From an optimization exercise on the open Yosys and OpenROAD flow, aimed at small area; shortcuts taken in it are not production practice.
Function not checked in this run: the RTL went through the layout flow alone.
Power is estimated from default activity; no workload was simulated.

`flow/config.mk`:
```
export PLATFORM = sky130hd
export DESIGN_NAME = hdmi_tmds_audio
export DESIGN_NICKNAME = hdmi_tmds_audio
export VERILOG_FILES = /design/flow/design.v
export SDC_FILE = /design/flow/constraint.sdc
export NUM_CORES = 4
export LEC_CHECK = 0
export CAP_MARGIN = 20
export CORE_MARGIN = 2
export CORE_UTILIZATION = 40
export SLEW_MARGIN = 20
```
`flow/constraint.sdc`:
```
create_clock -name core_clock -period 6.7 [get_ports {clk_pixel}]
set_input_delay 1.3400 -clock core_clock [delete_from_list [all_inputs] [get_ports {clk_pixel}]]
set_output_delay 1.3400 -clock core_clock [all_outputs]
set_load 0.01 [all_outputs]
```
`flow/design.v`:
```
module audio_clock_regeneration_packet (
	clk_pixel,
	clk_audio,
	reset,
	clk_audio_counter_wrap,
	header,
	sub
);
	parameter real VIDEO_RATE = 25.2E6;
	parameter signed [31:0] AUDIO_RATE = 48e3;
	input wire clk_pixel;
	input wire clk_audio;
	input wire reset;
	output reg clk_audio_counter_wrap;
	output wire [23:0] header;
	output wire [223:0] sub;
	function automatic signed [19:0] sv2v_cast_20_signed;
		input reg signed [19:0] inp;
		sv2v_cast_20_signed = inp;
	endfunction
	localparam [19:0] N = ((AUDIO_RATE % 125) == 0 ? sv2v_cast_20_signed((16 * AUDIO_RATE) / 125) : ((AUDIO_RATE % 225) == 0 ? sv2v_cast_20_signed((196 * AUDIO_RATE) / 225) : sv2v_cast_20_signed((AUDIO_RATE * 16) / 125)));
	localparam signed [31:0] CLK_AUDIO_COUNTER_WIDTH = $clog2(N / 128);
	function automatic [CLK_AUDIO_COUNTER_WIDTH - 1:0] sv2v_cast_C773D;
		input reg [CLK_AUDIO_COUNTER_WIDTH - 1:0] inp;
		sv2v_cast_C773D = inp;
	endfunction
	localparam [CLK_AUDIO_COUNTER_WIDTH - 1:0] CLK_AUDIO_COUNTER_END = sv2v_cast_C773D((N / 128) - 1);
	function automatic signed [CLK_AUDIO_COUNTER_WIDTH - 1:0] sv2v_cast_C773D_signed;
		input reg signed [CLK_AUDIO_COUNTER_WIDTH - 1:0] inp;
		sv2v_cast_C773D_signed = inp;
	endfunction
	reg [CLK_AUDIO_COUNTER_WIDTH - 1:0] clk_audio_counter;
	reg internal_clk_audio_counter_wrap;
	always @(posedge clk_audio)
		if (reset) begin
			clk_audio_counter <= sv2v_cast_C773D_signed(0);
			internal_clk_audio_counter_wrap <= 1'd0;
		end
		else if (clk_audio_counter == CLK_AUDIO_COUNTER_END) begin
			clk_audio_counter <= sv2v_cast_C773D_signed(0);
			internal_clk_audio_counter_wrap <= !internal_clk_audio_counter_wrap;
		end
		else
			clk_audio_counter <= clk_audio_counter + 1'd1;
	reg [1:0] clk_audio_counter_wrap_synchronizer_chain;
	always @(posedge clk_pixel) clk_audio_counter_wrap_synchronizer_chain <= reset ? 2'd0 : {internal_clk_audio_counter_wrap, clk_audio_counter_wrap_synchronizer_chain[1]};
	function automatic signed [31:0] sv2v_cast_32_signed;
		input reg signed [31:0] inp;
		sv2v_cast_32_signed = inp;
	endfunction
	localparam signed [31:0] CYCLE_TIME_STAMP_COUNTER_WIDTH = 18;
	reg [19:0] cycle_time_stamp;
	function automatic signed [CYCLE_TIME_STAMP_COUNTER_WIDTH - 1:0] sv2v_cast_CB977_signed;
		input reg signed [CYCLE_TIME_STAMP_COUNTER_WIDTH - 1:0] inp;
		sv2v_cast_CB977_signed = inp;
	endfunction
	reg [CYCLE_TIME_STAMP_COUNTER_WIDTH - 1:0] cycle_time_stamp_counter;
	function automatic signed [(20 - CYCLE_TIME_STAMP_COUNTER_WIDTH) - 1:0] sv2v_cast_3BF55_signed;
		input reg signed [(20 - CYCLE_TIME_STAMP_COUNTER_WIDTH) - 1:0] inp;
		sv2v_cast_3BF55_signed = inp;
	endfunction
	always @(posedge clk_pixel)
		if (reset) begin
			cycle_time_stamp_counter <= sv2v_cast_CB977_signed(0);
			cycle_time_stamp <= 20'd0;
			clk_audio_counter_wrap <= 1'b0;
		end
		else if (clk_audio_counter_wrap_synchronizer_chain[1] ^ clk_audio_counter_wrap_synchronizer_chain[0]) begin
			cycle_time_stamp_counter <= sv2v_cast_CB977_signed(0);
			cycle_time_stamp <= {sv2v_cast_3BF55_signed(0), cycle_time_stamp_counter + sv2v_cast_CB977_signed(1)};
			clk_audio_counter_wrap <= !clk_audio_counter_wrap;
		end
		else
			cycle_time_stamp_counter <= cycle_time_stamp_counter + sv2v_cast_CB977_signed(1);
	assign header = 24'h000001;
	genvar _gv_i_1;
	generate
		for (_gv_i_1 = 0; _gv_i_1 < 4; _gv_i_1 = _gv_i_1 + 1) begin : same_packet
			localparam i = _gv_i_1;
			assign sub[i * 56+:56] = {N[7:0], N[15:8], 4'd0, N[19:16], cycle_time_stamp[7:0], cycle_time_stamp[15:8], 4'd0, cycle_time_stamp[19:16], 8'd0};
		end
	endgenerate
endmodule
module audio_info_frame (
	header,
	sub
);
	parameter [2:0] AUDIO_CHANNEL_COUNT = 3'd1;
	parameter [7:0] CHANNEL_ALLOCATION = 8'h00;
	parameter [0:0] DOWN_MIX_INHIBITED = 1'b0;
	parameter [3:0] LEVEL_SHIFT_VALUE = 4'd0;
	parameter [1:0] LOW_FREQUENCY_EFFECTS_PLAYBACK_LEVEL = 2'b00;
	output wire [23:0] header;
	output wire [223:0] sub;
	localparam [3:0] AUDIO_CODING_TYPE = 4'd0;
	localparam [2:0] SAMPLING_FREQUENCY = 3'd0;
	localparam [1:0] SAMPLE_SIZE = 2'd0;
	localparam [4:0] LENGTH = 5'd10;
	localparam [7:0] VERSION = 8'd1;
	localparam [6:0] TYPE = 7'd4;
	assign header = {3'b000, LENGTH, VERSION, 1'b1, TYPE};
	wire [7:0] packet_bytes [27:0];
	assign packet_bytes[0] = 8'd1 + ~(((((((header[23:16] + header[15:8]) + header[7:0]) + packet_bytes[5]) + packet_bytes[4]) + packet_bytes[3]) + packet_bytes[2]) + packet_bytes[1]);
	assign packet_bytes[1] = {AUDIO_CODING_TYPE, 1'b0, AUDIO_CHANNEL_COUNT};
	assign packet_bytes[2] = {3'd0, SAMPLING_FREQUENCY, SAMPLE_SIZE};
	assign packet_bytes[3] = 8'd0;
	assign packet_bytes[4] = CHANNEL_ALLOCATION;
	assign packet_bytes[5] = {DOWN_MIX_INHIBITED, LEVEL_SHIFT_VALUE, 1'b0, LOW_FREQUENCY_EFFECTS_PLAYBACK_LEVEL};
	genvar _gv_i_1;
	generate
		for (_gv_i_1 = 6; _gv_i_1 < 28; _gv_i_1 = _gv_i_1 + 1) begin : pb_reserved
			localparam i = _gv_i_1;
			assign packet_bytes[i] = 8'd0;
		end
		for (_gv_i_1 = 0; _gv_i_1 < 4; _gv_i_1 = _gv_i_1 + 1) begin : pb_to_sub
			localparam i = _gv_i_1;
			assign sub[i * 56+:56] = {packet_bytes[6 + (i * 7)], packet_bytes[5 + (i * 7)], packet_bytes[4 + (i * 7)], packet_bytes[3 + (i * 7)], packet_bytes[2 + (i * 7)], packet_bytes[1 + (i * 7)], packet_bytes[0 + (i * 7)]};
		end
	endgenerate
endmodule
module audio_sample_packet (
	frame_counter,
	valid_bit,
	user_data_bit,
	audio_sample_word,
	audio_sample_word_present,
	header,
	sub
);
	parameter [0:0] GRADE = 1'b0;
	parameter [0:0] SAMPLE_WORD_TYPE = 1'b0;
	parameter [0:0] COPYRIGHT_NOT_ASSERTED = 1'b1;
	parameter [2:0] PRE_EMPHASIS = 3'b000;
	parameter [1:0] MODE = 2'b00;
	parameter [7:0] CATEGORY_CODE = 8'd0;
	parameter [3:0] SOURCE_NUMBER = 4'd0;
	parameter [3:0] SAMPLING_FREQUENCY = 4'b0000;
	parameter [1:0] CLOCK_ACCURACY = 2'b00;
	parameter [3:0] WORD_LENGTH = 0;
	parameter [3:0] ORIGINAL_SAMPLING_FREQUENCY = 4'b0000;
	parameter [0:0] LAYOUT = 1'b0;
	input wire [7:0] frame_counter;
	input wire [7:0] valid_bit;
	input wire [7:0] user_data_bit;
	input wire [191:0] audio_sample_word;
	input wire [3:0] audio_sample_word_present;
	output wire [23:0] header;
	output reg [223:0] sub;
	wire [3:0] CHANNEL_LEFT = 4'd1;
	wire [3:0] CHANNEL_RIGHT = 4'd2;
	localparam [7:0] CHANNEL_STATUS_LENGTH = 8'd192;
	wire [191:0] channel_status_left;
	assign channel_status_left = {152'd0, ORIGINAL_SAMPLING_FREQUENCY, WORD_LENGTH, 2'b00, CLOCK_ACCURACY, SAMPLING_FREQUENCY, CHANNEL_LEFT, SOURCE_NUMBER, CATEGORY_CODE, MODE, PRE_EMPHASIS, COPYRIGHT_NOT_ASSERTED, SAMPLE_WORD_TYPE, GRADE};
	wire [CHANNEL_STATUS_LENGTH - 1:0] channel_status_right;
	assign channel_status_right = {152'd0, ORIGINAL_SAMPLING_FREQUENCY, WORD_LENGTH, 2'b00, CLOCK_ACCURACY, SAMPLING_FREQUENCY, CHANNEL_RIGHT, SOURCE_NUMBER, CATEGORY_CODE, MODE, PRE_EMPHASIS, COPYRIGHT_NOT_ASSERTED, SAMPLE_WORD_TYPE, GRADE};
	assign header[19:12] = {7'b0000000, LAYOUT};
	assign header[7:0] = 8'd2;
	wire [1:0] parity_bit [3:0];
	reg [7:0] aligned_frame_counter [3:0];
	genvar _gv_i_1;
	function automatic [7:0] sv2v_cast_8;
		input reg [7:0] inp;
		sv2v_cast_8 = inp;
	endfunction
	generate
		for (_gv_i_1 = 0; _gv_i_1 < 4; _gv_i_1 = _gv_i_1 + 1) begin : sample_based_assign
			localparam i = _gv_i_1;
			always @(*) begin
				if (sv2v_cast_8(frame_counter + i) >= CHANNEL_STATUS_LENGTH)
					aligned_frame_counter[i] = sv2v_cast_8((frame_counter + i) - CHANNEL_STATUS_LENGTH);
				else
					aligned_frame_counter[i] = sv2v_cast_8(frame_counter + i);
			end
			assign header[20 + i] = (aligned_frame_counter[i] == 8'd0) && audio_sample_word_present[i];
			assign header[8 + i] = audio_sample_word_present[i];
			assign parity_bit[i][0] = ^{channel_status_left[aligned_frame_counter[i]], user_data_bit[i * 2], valid_bit[i * 2], audio_sample_word[(i * 2) * 24+:24]};
			assign parity_bit[i][1] = ^{channel_status_right[aligned_frame_counter[i]], user_data_bit[(i * 2) + 1], valid_bit[(i * 2) + 1], audio_sample_word[((i * 2) + 1) * 24+:24]};
			always @(*) begin
				if (audio_sample_word_present[i])
					sub[i * 56+:56] = {parity_bit[i][1], channel_status_right[aligned_frame_counter[i]], user_data_bit[(i * 2) + 1], valid_bit[(i * 2) + 1], parity_bit[i][0], channel_status_left[aligned_frame_counter[i]], user_data_bit[i * 2], valid_bit[i * 2], audio_sample_word[((i * 2) + 1) * 24+:24], audio_sample_word[(i * 2) * 24+:24]};
				else
					sub[i * 56+:56] = 56'd0;
			end
		end
	endgenerate
endmodule
module auxiliary_video_information_info_frame (
	header,
	sub
);
	parameter [1:0] VIDEO_FORMAT = 2'b00;
	parameter [0:0] ACTIVE_FORMAT_INFO_PRESENT = 1'b0;
	parameter [1:0] BAR_INFO = 2'b00;
	parameter [1:0] SCAN_INFO = 2'b00;
	parameter [1:0] COLORIMETRY = 2'b00;
	parameter [1:0] PICTURE_ASPECT_RATIO = 2'b00;
	parameter [3:0] ACTIVE_FORMAT_ASPECT_RATIO = 4'b1000;
	parameter [0:0] IT_CONTENT = 1'b0;
	parameter [2:0] EXTENDED_COLORIMETRY = 3'b000;
	parameter [1:0] RGB_QUANTIZATION_RANGE = 2'b00;
	parameter [1:0] NON_UNIFORM_PICTURE_SCALING = 2'b00;
	parameter signed [31:0] VIDEO_ID_CODE = 4;
	parameter [1:0] YCC_QUANTIZATION_RANGE = 2'b00;
	parameter [1:0] CONTENT_TYPE = 2'b00;
	parameter [3:0] PIXEL_REPETITION = 4'b0000;
	output wire [23:0] header;
	output wire [223:0] sub;
	localparam [4:0] LENGTH = 5'd13;
	localparam [7:0] VERSION = 8'd2;
	localparam [6:0] TYPE = 7'd2;
	assign header = {3'b000, LENGTH, VERSION, 1'b1, TYPE};
	wire [7:0] packet_bytes [27:0];
	assign packet_bytes[0] = 8'd1 + ~(((((((((((((((header[23:16] + header[15:8]) + header[7:0]) + packet_bytes[13]) + packet_bytes[12]) + packet_bytes[11]) + packet_bytes[10]) + packet_bytes[9]) + packet_bytes[8]) + packet_bytes[7]) + packet_bytes[6]) + packet_bytes[5]) + packet_bytes[4]) + packet_bytes[3]) + packet_bytes[2]) + packet_bytes[1]);
	assign packet_bytes[1] = {1'b0, VIDEO_FORMAT, ACTIVE_FORMAT_INFO_PRESENT, BAR_INFO, SCAN_INFO};
	assign packet_bytes[2] = {COLORIMETRY, PICTURE_ASPECT_RATIO, ACTIVE_FORMAT_ASPECT_RATIO};
	assign packet_bytes[3] = {IT_CONTENT, EXTENDED_COLORIMETRY, RGB_QUANTIZATION_RANGE, NON_UNIFORM_PICTURE_SCALING};
	function automatic signed [6:0] sv2v_cast_7_signed;
		input reg signed [6:0] inp;
		sv2v_cast_7_signed = inp;
	endfunction
	assign packet_bytes[4] = {1'b0, sv2v_cast_7_signed(VIDEO_ID_CODE)};
	assign packet_bytes[5] = {YCC_QUANTIZATION_RANGE, CONTENT_TYPE, PIXEL_REPETITION};
	genvar _gv_i_1;
	generate
		if (BAR_INFO != 2'b00) begin : genblk1
			assign packet_bytes[6] = 8'hff;
			assign packet_bytes[7] = 8'hff;
			assign packet_bytes[8] = 8'h00;
			assign packet_bytes[9] = 8'h00;
			assign packet_bytes[10] = 8'hff;
			assign packet_bytes[11] = 8'hff;
			assign packet_bytes[12] = 8'h00;
			assign packet_bytes[13] = 8'h00;
		end
		else begin : genblk1
			assign packet_bytes[6] = 8'h00;
			assign packet_bytes[7] = 8'h00;
			assign packet_bytes[8] = 8'h00;
			assign packet_bytes[9] = 8'h00;
			assign packet_bytes[10] = 8'h00;
			assign packet_bytes[11] = 8'h00;
			assign packet_bytes[12] = 8'h00;
			assign packet_bytes[13] = 8'h00;
		end
		for (_gv_i_1 = 14; _gv_i_1 < 28; _gv_i_1 = _gv_i_1 + 1) begin : pb_reserved
			localparam i = _gv_i_1;
			assign packet_bytes[i] = 8'd0;
		end
		for (_gv_i_1 = 0; _gv_i_1 < 4; _gv_i_1 = _gv_i_1 + 1) begin : pb_to_sub
			localparam i = _gv_i_1;
			assign sub[i * 56+:56] = {packet_bytes[6 + (i * 7)], packet_bytes[5 + (i * 7)], packet_bytes[4 + (i * 7)], packet_bytes[3 + (i * 7)], packet_bytes[2 + (i * 7)], packet_bytes[1 + (i * 7)], packet_bytes[0 + (i * 7)]};
		end
	endgenerate
endmodule
module source_product_description_info_frame (
	header,
	sub
);
	parameter [63:0] VENDOR_NAME = 0;
	parameter [127:0] PRODUCT_DESCRIPTION = 0;
	parameter [7:0] SOURCE_DEVICE_INFORMATION = 0;
	output wire [23:0] header;
	output wire [223:0] sub;
	localparam [4:0] LENGTH = 5'd25;
	localparam [7:0] VERSION = 8'd1;
	localparam [6:0] TYPE = 7'd3;
	assign header = {3'b000, LENGTH, VERSION, 1'b1, TYPE};
	wire [7:0] packet_bytes [27:0];
	assign packet_bytes[0] = 8'd1 + ~((((((((((((((((((((((((((header[23:16] + header[15:8]) + header[7:0]) + packet_bytes[24]) + packet_bytes[23]) + packet_bytes[22]) + packet_bytes[21]) + packet_bytes[20]) + packet_bytes[19]) + packet_bytes[18]) + packet_bytes[17]) + packet_bytes[16]) + packet_bytes[15]) + packet_bytes[14]) + packet_bytes[13]) + packet_bytes[12]) + packet_bytes[11]) + packet_bytes[10]) + packet_bytes[9]) + packet_bytes[8]) + packet_bytes[7]) + packet_bytes[6]) + packet_bytes[5]) + packet_bytes[4]) + packet_bytes[3]) + packet_bytes[2]) + packet_bytes[1]);
	wire signed [7:0] vendor_name [0:7];
	wire signed [7:0] product_description [0:15];
	genvar _gv_i_1;
	generate
		for (_gv_i_1 = 0; _gv_i_1 < 8; _gv_i_1 = _gv_i_1 + 1) begin : vendor_to_bytes
			localparam i = _gv_i_1;
			assign vendor_name[i] = VENDOR_NAME[((8 - i) * 8) - 1:(7 - i) * 8];
		end
		for (_gv_i_1 = 0; _gv_i_1 < 16; _gv_i_1 = _gv_i_1 + 1) begin : product_to_bytes
			localparam i = _gv_i_1;
			assign product_description[i] = PRODUCT_DESCRIPTION[((16 - i) * 8) - 1:(15 - i) * 8];
		end
		for (_gv_i_1 = 1; _gv_i_1 < 9; _gv_i_1 = _gv_i_1 + 1) begin : pb_vendor
			localparam i = _gv_i_1;
			assign packet_bytes[i] = (vendor_name[i - 1] == 8'h30 ? 8'h00 : vendor_name[i - 1]);
		end
		for (_gv_i_1 = 9; _gv_i_1 < LENGTH; _gv_i_1 = _gv_i_1 + 1) begin : pb_product
			localparam i = _gv_i_1;
			assign packet_bytes[i] = (product_description[i - 9] == 8'h30 ? 8'h00 : product_description[i - 9]);
		end
	endgenerate
	assign packet_bytes[LENGTH] = SOURCE_DEVICE_INFORMATION;
	generate
		for (_gv_i_1 = 26; _gv_i_1 < 28; _gv_i_1 = _gv_i_1 + 1) begin : pb_reserved
			localparam i = _gv_i_1;
			assign packet_bytes[i] = 8'd0;
		end
		for (_gv_i_1 = 0; _gv_i_1 < 4; _gv_i_1 = _gv_i_1 + 1) begin : pb_to_sub
			localparam i = _gv_i_1;
			assign sub[i * 56+:56] = {packet_bytes[6 + (i * 7)], packet_bytes[5 + (i * 7)], packet_bytes[4 + (i * 7)], packet_bytes[3 + (i * 7)], packet_bytes[2 + (i * 7)], packet_bytes[1 + (i * 7)], packet_bytes[0 + (i * 7)]};
		end
	endgenerate
endmodule
module packet_assembler (
	clk_pixel,
	reset,
	data_island_period,
	header,
	sub,
	packet_data,
	counter
);
	input wire clk_pixel;
	input wire reset;
	input wire data_island_period;
	input wire [23:0] header;
	input wire [223:0] sub;
	output wire [8:0] packet_data;
	output reg [4:0] counter;
	always @(posedge clk_pixel)
		if (reset)
			counter <= 5'd0;
		else if (data_island_period)
			counter <= counter + 5'd1;
	wire [5:0] counter_t2 = {counter, 1'b0};
	wire [5:0] counter_t2_p1 = {counter, 1'b1};
	reg [39:0] parity;
	wire [63:0] bch [3:0];
	assign bch[0] = {parity[0+:8], sub[0+:56]};
	assign bch[1] = {parity[8+:8], sub[56+:56]};
	assign bch[2] = {parity[16+:8], sub[112+:56]};
	assign bch[3] = {parity[24+:8], sub[168+:56]};
	wire [31:0] bch4 = {parity[32+:8], header};
	assign packet_data = {bch[3][counter_t2_p1], bch[2][counter_t2_p1], bch[1][counter_t2_p1], bch[0][counter_t2_p1], bch[3][counter_t2], bch[2][counter_t2], bch[1][counter_t2], bch[0][counter_t2], bch4[counter]};
	function automatic [7:0] next_ecc;
		input [7:0] ecc;
		input [7:0] next_bch_bit;
		next_ecc = (ecc >> 1) ^ (ecc[0] ^ next_bch_bit ? 8'b10000011 : 8'd0);
	endfunction
	wire [7:0] parity_next [4:0];
	wire [31:0] parity_next_next;
	genvar _gv_i_1;
	generate
		for (_gv_i_1 = 0; _gv_i_1 < 5; _gv_i_1 = _gv_i_1 + 1) begin : parity_calc
			localparam i = _gv_i_1;
			if (i == 4) begin : genblk1
				assign parity_next[i] = next_ecc(parity[i * 8+:8], header[counter]);
			end
			else begin : genblk1
				assign parity_next[i] = next_ecc(parity[i * 8+:8], sub[(i * 56) + counter_t2]);
				assign parity_next_next[i * 8+:8] = next_ecc(parity_next[i], sub[(i * 56) + counter_t2_p1]);
			end
		end
	endgenerate
	always @(posedge clk_pixel)
		if (reset)
			parity <= 40'h0000000000;
		else if (data_island_period) begin
			if (counter < 5'd28) begin
				parity[0+:32] <= parity_next_next;
				if (counter < 5'd24)
					parity[32+:8] <= parity_next[4];
			end
			else if (counter == 5'd31)
				parity <= 40'h0000000000;
		end
		else
			parity <= 40'h0000000000;
endmodule
module packet_picker (
	clk_pixel,
	clk_audio,
	reset,
	video_field_end,
	packet_enable,
	packet_pixel_counter,
	audio_sample_word,
	header,
	sub
);
	parameter signed [31:0] VIDEO_ID_CODE = 4;
	parameter real VIDEO_RATE = 0;
	parameter [0:0] IT_CONTENT = 1'b0;
	parameter signed [31:0] AUDIO_BIT_WIDTH = 0;
	parameter signed [31:0] AUDIO_RATE = 0;
	parameter [63:0] VENDOR_NAME = 0;
	parameter [127:0] PRODUCT_DESCRIPTION = 0;
	parameter [7:0] SOURCE_DEVICE_INFORMATION = 0;
	input wire clk_pixel;
	input wire clk_audio;
	input wire reset;
	input wire video_field_end;
	input wire packet_enable;
	input wire [4:0] packet_pixel_counter;
	input wire [(2 * AUDIO_BIT_WIDTH) - 1:0] audio_sample_word;
	output wire [23:0] header;
	output wire [223:0] sub;
	reg [7:0] packet_type;
	wire [23:0] headers [255:0];
	wire [223:0] subs [255:0];
	assign header = headers[packet_type];
	assign sub[0+:56] = subs[packet_type][0+:56];
	assign sub[56+:56] = subs[packet_type][56+:56];
	assign sub[112+:56] = subs[packet_type][112+:56];
	assign sub[168+:56] = subs[packet_type][168+:56];
	assign headers[0] = 24'h000000;
	assign subs[0][0+:56] = 56'd0;
	assign subs[0][56+:56] = 56'd0;
	assign subs[0][112+:56] = 56'd0;
	assign subs[0][168+:56] = 56'd0;
	genvar _gv_u;
	generate
		for (_gv_u = 3; _gv_u < 256; _gv_u = _gv_u + 1) begin : unused_packet_types
			if ((_gv_u < 130) || (_gv_u > 132)) begin : tie
				assign headers[_gv_u] = 24'd0;
				assign subs[_gv_u] = 224'd0;
			end
		end
	endgenerate
	wire clk_audio_counter_wrap;
	audio_clock_regeneration_packet #(
		.VIDEO_RATE(VIDEO_RATE),
		.AUDIO_RATE(AUDIO_RATE)
	) audio_clock_regeneration_packet(
		.clk_pixel(clk_pixel),
		.clk_audio(clk_audio),
		.reset(reset),
		.clk_audio_counter_wrap(clk_audio_counter_wrap),
		.header(headers[1]),
		.sub(subs[1])
	);
	localparam [3:0] SAMPLING_FREQUENCY = (AUDIO_RATE == 32000 ? 4'b0011 : (AUDIO_RATE == 44100 ? 4'b0000 : (AUDIO_RATE == 88200 ? 4'b1000 : (AUDIO_RATE == 176400 ? 4'b1100 : (AUDIO_RATE == 48000 ? 4'b0010 : (AUDIO_RATE == 96000 ? 4'b1010 : (AUDIO_RATE == 192000 ? 4'b1110 : 4'bxxxx)))))));
	localparam signed [31:0] AUDIO_BIT_WIDTH_COMPARATOR = (AUDIO_BIT_WIDTH < 20 ? 20 : (AUDIO_BIT_WIDTH == 20 ? 25 : (AUDIO_BIT_WIDTH < 24 ? 24 : (AUDIO_BIT_WIDTH == 24 ? 29 : -1))));
	function automatic signed [2:0] sv2v_cast_3_signed;
		input reg signed [2:0] inp;
		sv2v_cast_3_signed = inp;
	endfunction
	localparam [2:0] WORD_LENGTH = sv2v_cast_3_signed(AUDIO_BIT_WIDTH_COMPARATOR - AUDIO_BIT_WIDTH);
	localparam [0:0] WORD_LENGTH_LIMIT = (AUDIO_BIT_WIDTH <= 20 ? 1'b0 : 1'b1);
	reg [(2 * AUDIO_BIT_WIDTH) - 1:0] audio_sample_word_transfer;
	reg audio_sample_word_transfer_control;
	always @(posedge clk_audio) begin
		audio_sample_word_transfer <= audio_sample_word;
		audio_sample_word_transfer_control <= reset ? 1'd0 : !audio_sample_word_transfer_control;
	end
	reg [1:0] audio_sample_word_transfer_control_synchronizer_chain;
	always @(posedge clk_pixel) audio_sample_word_transfer_control_synchronizer_chain <= reset ? 2'd0 : {audio_sample_word_transfer_control, audio_sample_word_transfer_control_synchronizer_chain[1]};
	reg sample_buffer_current;
	reg [1:0] samples_remaining;
	reg [191:0] audio_sample_word_buffer [1:0];
	reg [(2 * AUDIO_BIT_WIDTH) - 1:0] audio_sample_word_transfer_mux;
	always @(*) begin
		if (audio_sample_word_transfer_control_synchronizer_chain[0] ^ audio_sample_word_transfer_control_synchronizer_chain[1])
			audio_sample_word_transfer_mux = audio_sample_word_transfer;
		else
			audio_sample_word_transfer_mux = {audio_sample_word_buffer[sample_buffer_current][(((samples_remaining * 2) + 1) * 24) + (23 >= (24 - AUDIO_BIT_WIDTH) ? 23 : (23 + (23 >= (24 - AUDIO_BIT_WIDTH) ? 0 + AUDIO_BIT_WIDTH : (24 - AUDIO_BIT_WIDTH) - 22)) - 1)-:(23 >= (24 - AUDIO_BIT_WIDTH) ? 0 + AUDIO_BIT_WIDTH : (24 - AUDIO_BIT_WIDTH) - 22)], audio_sample_word_buffer[sample_buffer_current][((samples_remaining * 2) * 24) + (23 >= (24 - AUDIO_BIT_WIDTH) ? 23 : (23 + (23 >= (24 - AUDIO_BIT_WIDTH) ? 0 + AUDIO_BIT_WIDTH : (24 - AUDIO_BIT_WIDTH) - 22)) - 1)-:(23 >= (24 - AUDIO_BIT_WIDTH) ? 0 + AUDIO_BIT_WIDTH : (24 - AUDIO_BIT_WIDTH) - 22)]};
	end
	reg sample_buffer_used;
	reg sample_buffer_ready;
	function automatic signed [(24 - AUDIO_BIT_WIDTH) - 1:0] sv2v_cast_C9FA5_signed;
		input reg signed [(24 - AUDIO_BIT_WIDTH) - 1:0] inp;
		sv2v_cast_C9FA5_signed = inp;
	endfunction
	always @(posedge clk_pixel) begin
		if (sample_buffer_used)
			sample_buffer_ready <= 1'b0;
		if (reset) begin
			samples_remaining <= 2'd0;
			sample_buffer_ready <= 1'b0;
			sample_buffer_current <= 1'b0;
		end
		else if (audio_sample_word_transfer_control_synchronizer_chain[0] ^ audio_sample_word_transfer_control_synchronizer_chain[1]) begin
			audio_sample_word_buffer[sample_buffer_current][(samples_remaining * 2) * 24+:24] <= {audio_sample_word_transfer_mux[0+:AUDIO_BIT_WIDTH], sv2v_cast_C9FA5_signed(0)};
			audio_sample_word_buffer[sample_buffer_current][((samples_remaining * 2) + 1) * 24+:24] <= {audio_sample_word_transfer_mux[AUDIO_BIT_WIDTH+:AUDIO_BIT_WIDTH], sv2v_cast_C9FA5_signed(0)};
			if (samples_remaining == 2'd3) begin
				samples_remaining <= 2'd0;
				sample_buffer_ready <= 1'b1;
				sample_buffer_current <= !sample_buffer_current;
			end
			else
				samples_remaining <= samples_remaining + 1'd1;
		end
	end
	reg [191:0] audio_sample_word_packet;
	reg [3:0] audio_sample_word_present_packet;
	reg [7:0] frame_counter;
	wire signed [31:0] k;
	always @(posedge clk_pixel)
		if (reset)
			frame_counter <= 8'd0;
		else if ((packet_pixel_counter == 5'd31) && (packet_type == 8'h02)) begin
			frame_counter = frame_counter + 8'd4;
			if (frame_counter >= 8'd192)
				frame_counter = frame_counter - 8'd192;
		end
	audio_sample_packet #(
		.SAMPLING_FREQUENCY(SAMPLING_FREQUENCY),
		.WORD_LENGTH({WORD_LENGTH[0], WORD_LENGTH[1], WORD_LENGTH[2], WORD_LENGTH_LIMIT})
	) audio_sample_packet(
		.frame_counter(frame_counter),
		.valid_bit(8'b00000000),
		.user_data_bit(8'b00000000),
		.audio_sample_word(audio_sample_word_packet),
		.audio_sample_word_present(audio_sample_word_present_packet),
		.header(headers[2]),
		.sub(subs[2])
	);
	function automatic signed [6:0] sv2v_cast_7_signed;
		input reg signed [6:0] inp;
		sv2v_cast_7_signed = inp;
	endfunction
	auxiliary_video_information_info_frame #(
		.VIDEO_ID_CODE(sv2v_cast_7_signed(VIDEO_ID_CODE)),
		.IT_CONTENT(IT_CONTENT)
	) auxiliary_video_information_info_frame(
		.header(headers[130]),
		.sub(subs[130])
	);
	source_product_description_info_frame #(
		.VENDOR_NAME(VENDOR_NAME),
		.PRODUCT_DESCRIPTION(PRODUCT_DESCRIPTION),
		.SOURCE_DEVICE_INFORMATION(SOURCE_DEVICE_INFORMATION)
	) source_product_description_info_frame(
		.header(headers[131]),
		.sub(subs[131])
	);
	audio_info_frame audio_info_frame(
		.header(headers[132]),
		.sub(subs[132])
	);
	reg audio_info_frame_sent;
	reg auxiliary_video_information_info_frame_sent;
	reg source_product_description_info_frame_sent;
	reg last_clk_audio_counter_wrap;
	always @(posedge clk_pixel) begin
		if (sample_buffer_used)
			sample_buffer_used <= 1'b0;
		if (reset) begin
			sample_buffer_used <= 1'b0;
			last_clk_audio_counter_wrap <= 1'b0;
		end
		if (reset || video_field_end) begin
			audio_info_frame_sent <= 1'b0;
			auxiliary_video_information_info_frame_sent <= 1'b0;
			source_product_description_info_frame_sent <= 1'b0;
			packet_type <= 8'd0;
		end
		else if (packet_enable) begin
			if (last_clk_audio_counter_wrap ^ clk_audio_counter_wrap) begin
				packet_type <= 8'd1;
				last_clk_audio_counter_wrap <= clk_audio_counter_wrap;
			end
			else if (sample_buffer_ready) begin
				packet_type <= 8'd2;
				audio_sample_word_packet <= audio_sample_word_buffer[!sample_buffer_current];
				audio_sample_word_present_packet <= 4'b1111;
				sample_buffer_used <= 1'b1;
			end
			else if (!audio_info_frame_sent) begin
				packet_type <= 8'h84;
				audio_info_frame_sent <= 1'b1;
			end
			else if (!auxiliary_video_information_info_frame_sent) begin
				packet_type <= 8'h82;
				auxiliary_video_information_info_frame_sent <= 1'b1;
			end
			else if (!source_product_description_info_frame_sent) begin
				packet_type <= 8'h83;
				source_product_description_info_frame_sent <= 1'b1;
			end
			else
				packet_type <= 8'd0;
		end
	end
endmodule
module tmds_channel (
	clk_pixel,
	video_data,
	data_island_data,
	control_data,
	mode,
	tmds
);
	parameter signed [31:0] CN = 0;
	input wire clk_pixel;
	input wire [7:0] video_data;
	input wire [3:0] data_island_data;
	input wire [1:0] control_data;
	input wire [2:0] mode;
	output reg [9:0] tmds;
	reg signed [4:0] acc;
	reg [8:0] q_m;
	reg [9:0] q_out;
	wire [9:0] video_coding;
	assign video_coding = q_out;
	reg [3:0] N1D;
	reg signed [4:0] N1q_m07;
	reg signed [4:0] N0q_m07;
	always @(*) begin
		N1D = ((((((video_data[0] + video_data[1]) + video_data[2]) + video_data[3]) + video_data[4]) + video_data[5]) + video_data[6]) + video_data[7];
		case (((((((q_m[0] + q_m[1]) + q_m[2]) + q_m[3]) + q_m[4]) + q_m[5]) + q_m[6]) + q_m[7])
			4'b0000: N1q_m07 = 5'sd0;
			4'b0001: N1q_m07 = 5'sd1;
			4'b0010: N1q_m07 = 5'sd2;
			4'b0011: N1q_m07 = 5'sd3;
			4'b0100: N1q_m07 = 5'sd4;
			4'b0101: N1q_m07 = 5'sd5;
			4'b0110: N1q_m07 = 5'sd6;
			4'b0111: N1q_m07 = 5'sd7;
			4'b1000: N1q_m07 = 5'sd8;
			default: N1q_m07 = 5'sd0;
		endcase
		N0q_m07 = 5'sd8 - N1q_m07;
	end
	reg signed [4:0] acc_add;
	integer i;
	always @(*) begin
		if ((N1D > 4'd4) || ((N1D == 4'd4) && (video_data[0] == 1'd0))) begin
			q_m[0] = video_data[0];
			for (i = 0; i < 7; i = i + 1)
				q_m[i + 1] = q_m[i] ~^ video_data[i + 1];
			q_m[8] = 1'b0;
		end
		else begin
			q_m[0] = video_data[0];
			for (i = 0; i < 7; i = i + 1)
				q_m[i + 1] = q_m[i] ^ video_data[i + 1];
			q_m[8] = 1'b1;
		end
		if ((acc == 5'sd0) || (N1q_m07 == N0q_m07)) begin
			if (q_m[8]) begin
				acc_add = N1q_m07 - N0q_m07;
				q_out = {~q_m[8], q_m[8], q_m[7:0]};
			end
			else begin
				acc_add = N0q_m07 - N1q_m07;
				q_out = {~q_m[8], q_m[8], ~q_m[7:0]};
			end
		end
		else if (((acc > 5'sd0) && (N1q_m07 > N0q_m07)) || ((acc < 5'sd0) && (N1q_m07 < N0q_m07))) begin
			q_out = {1'b1, q_m[8], ~q_m[7:0]};
			acc_add = (N0q_m07 - N1q_m07) + (q_m[8] ? 5'sd2 : 5'sd0);
		end
		else begin
			q_out = {1'b0, q_m[8], q_m[7:0]};
			acc_add = (N1q_m07 - N0q_m07) - (~q_m[8] ? 5'sd2 : 5'sd0);
		end
	end
	always @(posedge clk_pixel) acc <= (mode != 3'd1 ? 5'sd0 : acc + acc_add);
	reg [9:0] control_coding;
	always @(*) begin
		(* full_case, parallel_case *)
		case (control_data)
			2'b00: control_coding = 10'b1101010100;
			2'b01: control_coding = 10'b0010101011;
			2'b10: control_coding = 10'b0101010100;
			2'b11: control_coding = 10'b1010101011;
		endcase
	end
	reg [9:0] terc4_coding;
	always @(*) begin
		(* full_case, parallel_case *)
		case (data_island_data)
			4'b0000: terc4_coding = 10'b1010011100;
			4'b0001: terc4_coding = 10'b1001100011;
			4'b0010: terc4_coding = 10'b1011100100;
			4'b0011: terc4_coding = 10'b1011100010;
			4'b0100: terc4_coding = 10'b0101110001;
			4'b0101: terc4_coding = 10'b0100011110;
			4'b0110: terc4_coding = 10'b0110001110;
			4'b0111: terc4_coding = 10'b0100111100;
			4'b1000: terc4_coding = 10'b1011001100;
			4'b1001: terc4_coding = 10'b0100111001;
			4'b1010: terc4_coding = 10'b0110011100;
			4'b1011: terc4_coding = 10'b1011000110;
			4'b1100: terc4_coding = 10'b1010001110;
			4'b1101: terc4_coding = 10'b1001110001;
			4'b1110: terc4_coding = 10'b0101100011;
			4'b1111: terc4_coding = 10'b1011000011;
		endcase
	end
	wire [9:0] video_guard_band;
	generate
		if ((CN == 0) || (CN == 2)) begin : genblk1
			assign video_guard_band = 10'b1011001100;
		end
		else begin : genblk1
			assign video_guard_band = 10'b0100110011;
		end
	endgenerate
	wire [9:0] data_guard_band;
	generate
		if ((CN == 1) || (CN == 2)) begin : genblk2
			assign data_guard_band = 10'b0100110011;
		end
		else begin : genblk2
			assign data_guard_band = (control_data == 2'b00 ? 10'b1010001110 : (control_data == 2'b01 ? 10'b1001110001 : (control_data == 2'b10 ? 10'b0101100011 : 10'b1011000011)));
		end
	endgenerate
	always @(posedge clk_pixel)
		case (mode)
			3'd0: tmds <= control_coding;
			3'd1: tmds <= video_coding;
			3'd2: tmds <= video_guard_band;
			3'd3: tmds <= terc4_coding;
			3'd4: tmds <= data_guard_band;
		endcase
endmodule
module hdmi (
	clk_pixel,
	clk_audio,
	reset,
	rgb,
	audio_sample_word,
	tmds,
	cx,
	cy,
	frame_width,
	frame_height,
	screen_width,
	screen_height
);
	parameter signed [31:0] VIDEO_ID_CODE = 1;
	parameter [0:0] IT_CONTENT = 1'b1;
	parameter signed [31:0] BIT_WIDTH = (VIDEO_ID_CODE < 4 ? 10 : (VIDEO_ID_CODE == 4 ? 11 : 12));
	parameter signed [31:0] BIT_HEIGHT = (VIDEO_ID_CODE == 16 ? 11 : 10);
	parameter [0:0] DVI_OUTPUT = 1'b0;
	parameter real VIDEO_REFRESH_RATE = 59.94;
	parameter signed [31:0] AUDIO_RATE = 44100;
	parameter signed [31:0] AUDIO_BIT_WIDTH = 16;
	parameter [63:0] VENDOR_NAME = {"Unknown", 8'd0};
	parameter [127:0] PRODUCT_DESCRIPTION = {"FPGA", 96'd0};
	parameter [7:0] SOURCE_DEVICE_INFORMATION = 8'h00;
	parameter signed [31:0] START_X = 0;
	parameter signed [31:0] START_Y = 0;
	input wire clk_pixel;
	input wire clk_audio;
	input wire reset;
	input wire [23:0] rgb;
	input wire [(2 * AUDIO_BIT_WIDTH) - 1:0] audio_sample_word;
	output wire [29:0] tmds;
	output reg [BIT_WIDTH - 1:0] cx;
	output reg [BIT_HEIGHT - 1:0] cy;
	output wire [BIT_WIDTH - 1:0] frame_width;
	output wire [BIT_HEIGHT - 1:0] frame_height;
	output wire [BIT_WIDTH - 1:0] screen_width;
	output wire [BIT_HEIGHT - 1:0] screen_height;
	localparam signed [31:0] NUM_CHANNELS = 3;
	reg hsync;
	reg vsync;
	wire [BIT_WIDTH - 1:0] hsync_pulse_start;
	wire [BIT_WIDTH - 1:0] hsync_pulse_size;
	wire [BIT_HEIGHT - 1:0] vsync_pulse_start;
	wire [BIT_HEIGHT - 1:0] vsync_pulse_size;
	wire invert;
	generate
		case (VIDEO_ID_CODE)
			1: begin : genblk1
				assign frame_width = 800;
				assign frame_height = 525;
				assign screen_width = 640;
				assign screen_height = 480;
				assign hsync_pulse_start = 16;
				assign hsync_pulse_size = 96;
				assign vsync_pulse_start = 10;
				assign vsync_pulse_size = 2;
				assign invert = 1;
			end
			2, 3: begin : genblk1
				assign frame_width = 858;
				assign frame_height = 525;
				assign screen_width = 720;
				assign screen_height = 480;
				assign hsync_pulse_start = 16;
				assign hsync_pulse_size = 62;
				assign vsync_pulse_start = 9;
				assign vsync_pulse_size = 6;
				assign invert = 1;
			end
			4: begin : genblk1
				assign frame_width = 1650;
				assign frame_height = 750;
				assign screen_width = 1280;
				assign screen_height = 720;
				assign hsync_pulse_start = 110;
				assign hsync_pulse_size = 40;
				assign vsync_pulse_start = 5;
				assign vsync_pulse_size = 5;
				assign invert = 0;
			end
			16, 34: begin : genblk1
				assign frame_width = 2200;
				assign frame_height = 1125;
				assign screen_width = 1920;
				assign screen_height = 1080;
				assign hsync_pulse_start = 88;
				assign hsync_pulse_size = 44;
				assign vsync_pulse_start = 4;
				assign vsync_pulse_size = 5;
				assign invert = 0;
			end
			17, 18: begin : genblk1
				assign frame_width = 864;
				assign frame_height = 625;
				assign screen_width = 720;
				assign screen_height = 576;
				assign hsync_pulse_start = 12;
				assign hsync_pulse_size = 64;
				assign vsync_pulse_start = 5;
				assign vsync_pulse_size = 5;
				assign invert = 1;
			end
			19: begin : genblk1
				assign frame_width = 1980;
				assign frame_height = 750;
				assign screen_width = 1280;
				assign screen_height = 720;
				assign hsync_pulse_start = 440;
				assign hsync_pulse_size = 40;
				assign vsync_pulse_start = 5;
				assign vsync_pulse_size = 5;
				assign invert = 0;
			end
			95, 105, 97, 107: begin : genblk1
				assign frame_width = 4400;
				assign frame_height = 2250;
				assign screen_width = 3840;
				assign screen_height = 2160;
				assign hsync_pulse_start = 176;
				assign hsync_pulse_size = 88;
				assign vsync_pulse_start = 8;
				assign vsync_pulse_size = 10;
				assign invert = 0;
			end
		endcase
	endgenerate
	always @(*) begin
		hsync <= invert ^ ((cx >= (screen_width + hsync_pulse_start)) && (cx < ((screen_width + hsync_pulse_start) + hsync_pulse_size)));
		if (cy == (screen_height + vsync_pulse_start))
			vsync <= invert ^ (cx >= (screen_width + hsync_pulse_start));
		else if (cy == ((screen_height + vsync_pulse_start) + vsync_pulse_size))
			vsync <= invert ^ (cx < (screen_width + hsync_pulse_start));
		else
			vsync <= invert ^ ((cy >= (screen_height + vsync_pulse_start)) && (cy < ((screen_height + vsync_pulse_start) + vsync_pulse_size)));
	end
	localparam real VIDEO_RATE = (VIDEO_ID_CODE == 1 ? 25.2E6 : ((VIDEO_ID_CODE == 2) || (VIDEO_ID_CODE == 3) ? 27.027E6 : (VIDEO_ID_CODE == 4 ? 74.25E6 : (VIDEO_ID_CODE == 16 ? 148.5E6 : ((VIDEO_ID_CODE == 17) || (VIDEO_ID_CODE == 18) ? 27E6 : (VIDEO_ID_CODE == 19 ? 74.25E6 : (VIDEO_ID_CODE == 34 ? 74.25E6 : ((((VIDEO_ID_CODE == 95) || (VIDEO_ID_CODE == 105)) || (VIDEO_ID_CODE == 97)) || (VIDEO_ID_CODE == 107) ? 594E6 : 0)))))))) * ((VIDEO_REFRESH_RATE == 59.94) || (VIDEO_REFRESH_RATE == 29.97) ? 1000.0 / 1001.0 : 1);
	function automatic signed [BIT_WIDTH - 1:0] sv2v_cast_AA29A_signed;
		input reg signed [BIT_WIDTH - 1:0] inp;
		sv2v_cast_AA29A_signed = inp;
	endfunction
	function automatic signed [BIT_HEIGHT - 1:0] sv2v_cast_FE860_signed;
		input reg signed [BIT_HEIGHT - 1:0] inp;
		sv2v_cast_FE860_signed = inp;
	endfunction
	always @(posedge clk_pixel)
		if (reset) begin
			cx <= sv2v_cast_AA29A_signed(START_X);
			cy <= sv2v_cast_FE860_signed(START_Y);
		end
		else begin
			cx <= (cx == (frame_width - 1'b1) ? sv2v_cast_AA29A_signed(0) : cx + 1'b1);
			cy <= (cx == (frame_width - 1'b1) ? (cy == (frame_height - 1'b1) ? sv2v_cast_FE860_signed(0) : cy + 1'b1) : cy);
		end
	reg video_data_period;
	always @(posedge clk_pixel)
		if (reset)
			video_data_period <= 0;
		else
			video_data_period <= (cx < screen_width) && (cy < screen_height);
	reg [2:0] mode;
	reg [23:0] video_data;
	reg [5:0] control_data;
	reg [11:0] data_island_data;
	function automatic signed [4:0] sv2v_cast_5_signed;
		input reg signed [4:0] inp;
		sv2v_cast_5_signed = inp;
	endfunction
	function automatic [4:0] sv2v_cast_5;
		input reg [4:0] inp;
		sv2v_cast_5 = inp;
	endfunction
	generate
		if (!DVI_OUTPUT) begin : true_hdmi_output
			reg video_guard;
			reg video_preamble;
			always @(posedge clk_pixel)
				if (reset) begin
					video_guard <= 1;
					video_preamble <= 0;
				end
				else begin
					video_guard <= ((cx >= (frame_width - 2)) && (cx < frame_width)) && ((cy == (frame_height - 1)) || (cy < screen_height));
					video_preamble <= ((cx >= (frame_width - 10)) && (cx < (frame_width - 2))) && ((cy == (frame_height - 1)) || (cy < screen_height));
				end
			reg signed [31:0] max_num_packets_alongside;
			reg [4:0] num_packets_alongside;
			always @(*) begin
				max_num_packets_alongside = ((frame_width - screen_width) - 34) / 32;
				if (max_num_packets_alongside > 18)
					num_packets_alongside = 5'd18;
				else
					num_packets_alongside = sv2v_cast_5_signed(max_num_packets_alongside);
			end
			wire data_island_period_instantaneous;
			assign data_island_period_instantaneous = ((num_packets_alongside > 0) && (cx >= (screen_width + 10))) && (cx < ((screen_width + 10) + (num_packets_alongside * 32)));
			wire packet_enable;
			assign packet_enable = data_island_period_instantaneous && (sv2v_cast_5((cx + screen_width) + 22) == 5'd0);
			reg data_island_guard;
			reg data_island_preamble;
			reg data_island_period;
			always @(posedge clk_pixel)
				if (reset) begin
					data_island_guard <= 0;
					data_island_preamble <= 0;
					data_island_period <= 0;
				end
				else begin
					data_island_guard <= (num_packets_alongside > 0) && (((cx >= (screen_width + 8)) && (cx < (screen_width + 10))) || ((cx >= ((screen_width + 10) + (num_packets_alongside * 32))) && (cx < (((screen_width + 10) + (num_packets_alongside * 32)) + 2))));
					data_island_preamble <= ((num_packets_alongside > 0) && (cx >= screen_width)) && (cx < (screen_width + 8));
					data_island_period <= data_island_period_instantaneous;
				end
			wire [23:0] header;
			wire [223:0] sub;
			wire video_field_end;
			assign video_field_end = (cx == (screen_width - 1'b1)) && (cy == (screen_height - 1'b1));
			wire [4:0] packet_pixel_counter;
			packet_picker #(
				.VIDEO_ID_CODE(VIDEO_ID_CODE),
				.VIDEO_RATE(VIDEO_RATE),
				.IT_CONTENT(IT_CONTENT),
				.AUDIO_RATE(AUDIO_RATE),
				.AUDIO_BIT_WIDTH(AUDIO_BIT_WIDTH),
				.VENDOR_NAME(VENDOR_NAME),
				.PRODUCT_DESCRIPTION(PRODUCT_DESCRIPTION),
				.SOURCE_DEVICE_INFORMATION(SOURCE_DEVICE_INFORMATION)
			) packet_picker(
				.clk_pixel(clk_pixel),
				.clk_audio(clk_audio),
				.reset(reset),
				.video_field_end(video_field_end),
				.packet_enable(packet_enable),
				.packet_pixel_counter(packet_pixel_counter),
				.audio_sample_word(audio_sample_word),
				.header(header),
				.sub(sub)
			);
			wire [8:0] packet_data;
			packet_assembler packet_assembler(
				.clk_pixel(clk_pixel),
				.reset(reset),
				.data_island_period(data_island_period),
				.header(header),
				.sub(sub),
				.packet_data(packet_data),
				.counter(packet_pixel_counter)
			);
			always @(posedge clk_pixel)
				if (reset) begin
					mode <= 3'd2;
					video_data <= 24'd0;
					control_data <= 6'd0;
					data_island_data <= 12'd0;
				end
				else begin
					mode <= (data_island_guard ? 3'd4 : (data_island_period ? 3'd3 : (video_guard ? 3'd2 : (video_data_period ? 3'd1 : 3'd0))));
					video_data <= rgb;
					control_data <= {1'b0, data_island_preamble, 1'b0, video_preamble || data_island_preamble, vsync, hsync};
					data_island_data[11:4] <= packet_data[8:1];
					data_island_data[3] <= cx != 0;
					data_island_data[2] <= packet_data[0];
					data_island_data[1:0] <= {vsync, hsync};
				end
		end
		else begin : genblk2
			always @(posedge clk_pixel)
				if (reset) begin
					mode <= 3'd0;
					video_data <= 24'd0;
					control_data <= 6'd0;
				end
				else begin
					mode <= (video_data_period ? 3'd1 : 3'd0);
					video_data <= rgb;
					control_data <= {4'b0000, vsync, hsync};
				end
		end
	endgenerate
	genvar _gv_i_1;
	generate
		for (_gv_i_1 = 0; _gv_i_1 < NUM_CHANNELS; _gv_i_1 = _gv_i_1 + 1) begin : tmds_gen
			localparam i = _gv_i_1;
			tmds_channel #(.CN(i)) tmds_channel(
				.clk_pixel(clk_pixel),
				.video_data(video_data[(i * 8) + 7:i * 8]),
				.data_island_data(data_island_data[(i * 4) + 3:i * 4]),
				.control_data(control_data[(i * 2) + 1:i * 2]),
				.mode(mode),
				.tmds(tmds[i * 10+:10])
			);
		end
	endgenerate
endmodule
`timescale 1ns / 1ns
module hdmi_tmds_audio(
    input				clk_pixel,
    input				sys_nrst,
	input	[31 : 0]	hdmi_aud,
	output	[29:0]		tmds
);
	reg [15:0] audio_sample_l;
	reg [15:0] audio_sample_r;
	reg	[15:0]	sampling_clk;
	wire [31:0] audio_sample_word = {audio_sample_l, audio_sample_r};
	always @(posedge clk_pixel)begin
		if(!sys_nrst)begin
			audio_sample_l <= 16'd0;
			audio_sample_r <= 16'd0;
		end else if(sampling_clk >= 16'd3093)begin
			audio_sample_l <= hdmi_aud[16+:16];
			audio_sample_r <= hdmi_aud[16+:16];
		end
		sampling_clk <= (!sys_nrst || sampling_clk >= 16'd3093) ? 16'd0 : sampling_clk + 16'd1;
	end
	reg [23:0] rgb;
	wire [11:0] cx, frame_width, screen_width;
	wire [10:0] cy, frame_height, screen_height;
	always @(posedge clk_pixel)begin
		rgb <= {cx == 0 ? ~8'd0 : 8'd0, 
				cy == 0 ? ~8'd0 : 8'd0,
				cx == screen_width - 1'd1 || cy == screen_height - 1'd1 ? ~8'd0 : 8'd0
		};
	end
	hdmi#(
		.VIDEO_ID_CODE			(16),
		.VIDEO_REFRESH_RATE		(59.94),
		.AUDIO_RATE				(48000),
		.AUDIO_BIT_WIDTH		(16)
	)hdmi(
		.clk_pixel(clk_pixel),
		.clk_audio(clk_pixel),
		.reset(~sys_nrst),
		.rgb(rgb),
		.audio_sample_word(audio_sample_word),
		.tmds(tmds),
		.cx(cx),
		.cy(cy),
		.frame_width(frame_width),
		.frame_height(frame_height),
		.screen_width(screen_width),
		.screen_height(screen_height)
	);
endmodule
```
`flow/run.sh`:
```
#!/bin/bash
# synth_recipe.tcl (not shown) runs the flow's synth.tcl, then flattens the netlist and writes it again
# the make line also repeats each setting of config.mk as NAME=value (left out here)
make -C /OpenROAD-flow-scripts/flow DESIGN_CONFIG=/design/flow/config.mk WORK_HOME=/design/flow/orfs CLKGATE_MAP_FILE= SYNTH_SCRIPT=/design/flow/synth_recipe.tcl finish
```
==> key figures <==
Layout
  • Area growth from synthesis to final layout: 11.27%
  • Total area of multi-input combinational cells: 19290 um^2
  • Number of non-filler instances in the completed layout: 5113
  • Share of the core filled with cells: between 40 and 50%
  • Post-Layout Inst Area: between 40000 and 50000 um^2
  • Register area: 22420 um^2
  • # nets final: 3738
  • Fill cell total of the finished layout: 9738
  • Share of layout cells above drive strength 1: 15.91%

Setup path
  • Type of the setup path with the least slack: flip-flop to flip-flop
  • Signal arrival time at the worst endpoint: about 5.3 ns
  • CP max-delay cell: sky130_fd_sc_hd__nor4b_4
  • Critical Path Source Type: flip-flop
  • Maximum net fanout on the critical path: 16
  • Crit-path cells: nor4b_4 -> a21oi_1 -> a21oi_1 -> o221ai_1 -> o211ai_1 -> a21oi_1 -> a311oi_1 -> ha_1 -> nor3_1 -> o21bai_1 -> mux2i_1
  • Setup slack of the most critical reg-to-reg path: 1.90 ns
  • Required arrival time at the worst endpoint: 7.24 ns
  • Element type at the critical path end: flip-flop
  • Cell occurring most often along the worst timing path: sky130_fd_sc_hd__a21oi_1
  • Worst stage delay on the critical path: 0.92 ns

Yosys
  • Yosys top cell area share: roughly 41%
  • Main flop type after synthesis: sky130_fd_sc_hd__edfxtp_1
  • Yosys reg bits: slightly above 800
  • EDFF count, synth: 582
  • Synthesized area divided by synthesized cell count: 11.71 um^2
  • Most area-hungry cell type in the Yosys netlist: sky130_fd_sc_hd__edfxtp_1
  • Syn. warnings: 17
  • Cell count after synthesis: ~3700
  • Netlist area before placement: 42930 um^2
  • Library cells used by synthesis: 95
  • Post-synth ARST share: 0%
  • Ranking of synthesized cells by area: sky130_fd_sc_hd__edfxtp_1 (41%), sky130_fd_sc_hd__dfxtp_1 (11%), sky130_fd_sc_hd__mux4_2 (6.0%), sky130_fd_sc_hd__mux2_2 (5.7%), sky130_fd_sc_hd__xnor2_1 (3.5%)
  • Post-synthesis sequential area ratio: 52.19%

STA
  • Slew HR: 22.88%
  • Final setup viols: 0
  • RSZ-0062 raised after global routing: no
  • Final-report hold violation count: 0
  • Final setup skew: 0.04990 ns
  • Number of slew-limit violations in the final report: 0
  • Worst slew pin tran: 1.157 ns
  • Minimum period implied by the final worst setup slack: between 4 and 5 ns
  • Portion of the clock cycle consumed by the worst path in the final layout: 71.62%
  • Post-Route Setup TNS: 0 ns
  • Highest achievable clock rate: 208.4 MHz

CTS
  • CTS Root Buffer Type: sky130_fd_sc_hd__clkbuf_16
  • TritonCTS clock tree: yes
  • Worst skew pair latency: 0.68 ns
  • Sinks on the clock net: between 800 and 900
  • Deepest clock path buffer count: 3
  • Clk slew on worst S/H paths: 0.06 ns
  • TritonCTS Buffers: 89
  • Hold buffer count at cts: 0
  • Number of instances resized during post-cts repair: 0
  • Number of post-CTS setup repair buffers: 0
  • H-tree depth: 3

GRT
  • Global route overflow: 0
  • Initial antenna violation count: 4
  • Via count of the first global-routing pass: 28780
  • Global-route wire length before repair: 203100 um
  • Pin count of the biggest net entering global routing: 69
  • GRT Util Overall: between 20% and 30%

Die
  • Site row count: 120
  • Vertical die dimension: 331.6 um
  • Std-Cell Core Area: 106800 um^2
  • Total I/O pin count: 64
  • Starting density of the core: 40.21%
  • Die X-Extent: 331.6 um
  • Die outline area: 110000 um^2

Status
  • Outcome: no timing/DRC/antenna violations

Run
  • Number of max-cap violations: 0

Placement
  • # placed instances: 4945
  • Routability Congestion: 0.9819
  • DP Area: 44740 um^2
  • Port Buffers: 47
  • HPWL after detailed placement: a little over 100000 um

Detailed routing
  • Wire length per cell: roughly 28 um
  • Vias per inst: 6.014
  • Total DRC errors in the routed layout: 0
  • First-pass iteration count of the detailed router: 8
  • Count of nets left with antenna violations after detail routing: 0
  • Post-Route WL: 141500 um
  • Total via count in the routed design: 30750
  • DRT iter0 DRCs: 3914

Power and ir drop
  • Leak pwr: 0.01576 uW
  • Power density relative to cell area: 239.6 nW/um^2
  • Peak ir drop on the vdd network: 182.5 uV

Min path
  • Classification of the worst-slack hold path: flip-flop to flip-flop
## worst max-delay path: cells and delay by family (launching register included)
family | cells | cell delay [ns]
adder cells (fa/ha/maj) | 1 | 0.43
multiplexers | 1 | 0.09
AND/OR/NAND/NOR | 2 | 1.30
AO/OA/AOI/OAI | 7 | 2.18
flip-flops | 1 | 0.67
## synth_stat cells (all sizes together), types with 23 or more instances
library cell / count
inv: 61
a21oi: 167
nand2b: 23
a22o: 37
ha: 68
o21a: 26
nand2: 305
a22oi: 39
o22ai: 81
nor2: 345
nand3: 59
o21ai: 183
a211oi: 33
a221oi: 25
dfxtp: 246
and2: 39
buf: 90
a31oi: 23
nor2b: 26
mux2: 218
o211ai: 24
clkbuf: 152
edfxtp: 582
xnor2: 174
nor3: 55
mux4: 115
nor3b: 24
mux2i: 116
xor2: 66
## through the flow
step / power, uW / hold WS (ns) / setup slack (ns)
floorplan: 6139 / 0.3305 / 0.003502
global route: 11730 / 0.3589 / 1.644
detailed placement: 6461 / 0.3392 / 2.057
CTS: 11470 / 0.3507 / 2.034
global placement: 6457 / 0.3347 / 2.006
finish: 11450 / 0.3512 / 1.902
## report_power, final
part	switching, uW	total, uW	internal, uW
registers	32.9	5530	5500
clock network	2120	5050	2930
logic	593	865	272
## flip-flops by register name (all words and copies together) (netlist names), 12 cells and up, named ones only
name,count
hdmi.true_hdmi_output.packet_picker.audio_sample_word_buffer,368
hdmi.true_hdmi_output.packet_picker.audio_sample_word_packet,184
hdmi.true_hdmi_output.packet_assembler.parity,40
hdmi.tmds_gen.tmds_channel.terc4_coding,30
hdmi.tmds_gen.tmds_channel.tmds,30
audio_sample_r,16
sampling_clk,16
hdmi.cx,12
hdmi.tmds_gen.tmds_channel.acc,12
## logic make-up (layout without fill, tap and decap cells)
family | Yosys count | in the layout | synth area share, %
AND/OR/NAND/NOR | 997 | 997 | 10.81
flip-flops | 828 | 828 | 52.19
AO/OA/AOI/OAI | 752 | 752 | 11.42
multiplexers | 449 | 449 | 14.47
buffers and inverters | 308 | 347 | 3.020
XOR/XNOR | 260 | 260 | 5.964
adder cells (fa/ha/maj) | 71 | 71 | 2.122
other | 1 | 6 | 0.008736
## per-layer routing
metal / global-route usage [%] / up-vias / share of wire, %
met4: 12.40 / 4 / 5.6
met2: 38.98 / 1667 / 45
met1: 33.00 / 15110 / 40
met3: 6.039 / 357 / 9.7
li1: - / 13610 / -
met5: 0 / - / 0.013
## area by class of cell
type                    instances  share of cell area [%]
clock inverters                38                  0.8277
well taps                    1403                   3.675
inverters                      66                  0.5187
flip-flops and latches        828                   46.94
repair buffers                115                   2.148
clock buffers                 128                   5.490
multi-input cells            2533                   40.39
diodes                          2                 0.01048
## path summary, 6_finish.rpt
path                                   startpoint                                       endpoint  cells past startpoint
worst max-delay path                    flip-flop  hdmi.tmds_gen[2].tmds_channel.terc4_coding[7]                     11
worst min-delay path            audio_sample_r[7]                                      flip-flop                      0
worst max register to register          flip-flop  hdmi.tmds_gen[2].tmds_channel.terc4_coding[7]                     11
worst min register to register  audio_sample_r[7]                                      flip-flop                      0
## layout by cell type (no fill, tap or decap), types with 59 or more instances in the layout
cell type and count:
sky130_fd_sc_hd__o22ai_1 81, sky130_fd_sc_hd__a21oi_1 164, sky130_fd_sc_hd__clkbuf_16 96, sky130_fd_sc_hd__ha_1 67, sky130_fd_sc_hd__mux4_2 114, sky130_fd_sc_hd__nor2_1 341
sky130_fd_sc_hd__buf_4 64, sky130_fd_sc_hd__mux2i_1 116, sky130_fd_sc_hd__nand3_1 59, sky130_fd_sc_hd__dfxtp_1 240, sky130_fd_sc_hd__nand2_1 304, sky130_fd_sc_hd__xor2_1 65
sky130_fd_sc_hd__mux2_2 218, sky130_fd_sc_hd__edfxtp_1 582, sky130_fd_sc_hd__o21ai_0 173, sky130_fd_sc_hd__xnor2_1 173

==> separate check: timing with driven ports <==
Ports are ideal in the flow. The routed layout listed here was re-timed in OpenROAD. Step 1: set_driving_cell puts a clkbuf_16 on clk_pixel and a buf_2 on each other input, an assumption about the parent block. Step 2 times the ports against the registers' clock, not the clock port: input delays grow and output delays shrink by t, the midpoint of the rising clock arrivals with the driver on. Slacks: ideal / step 1 / step 2; pairs: ideal / step 1.
t, ns: 0.726
setup slack, ns: 1.902 / 1.902 / 1.902
worst setup path after step 2: register to register
worst data-port slew with drivers (ns): 0.03
After both steps setup and hold are still met in this run. The setup slack of this run moves by 0.000 ns with the drivers and by 0.000 ns with both steps.
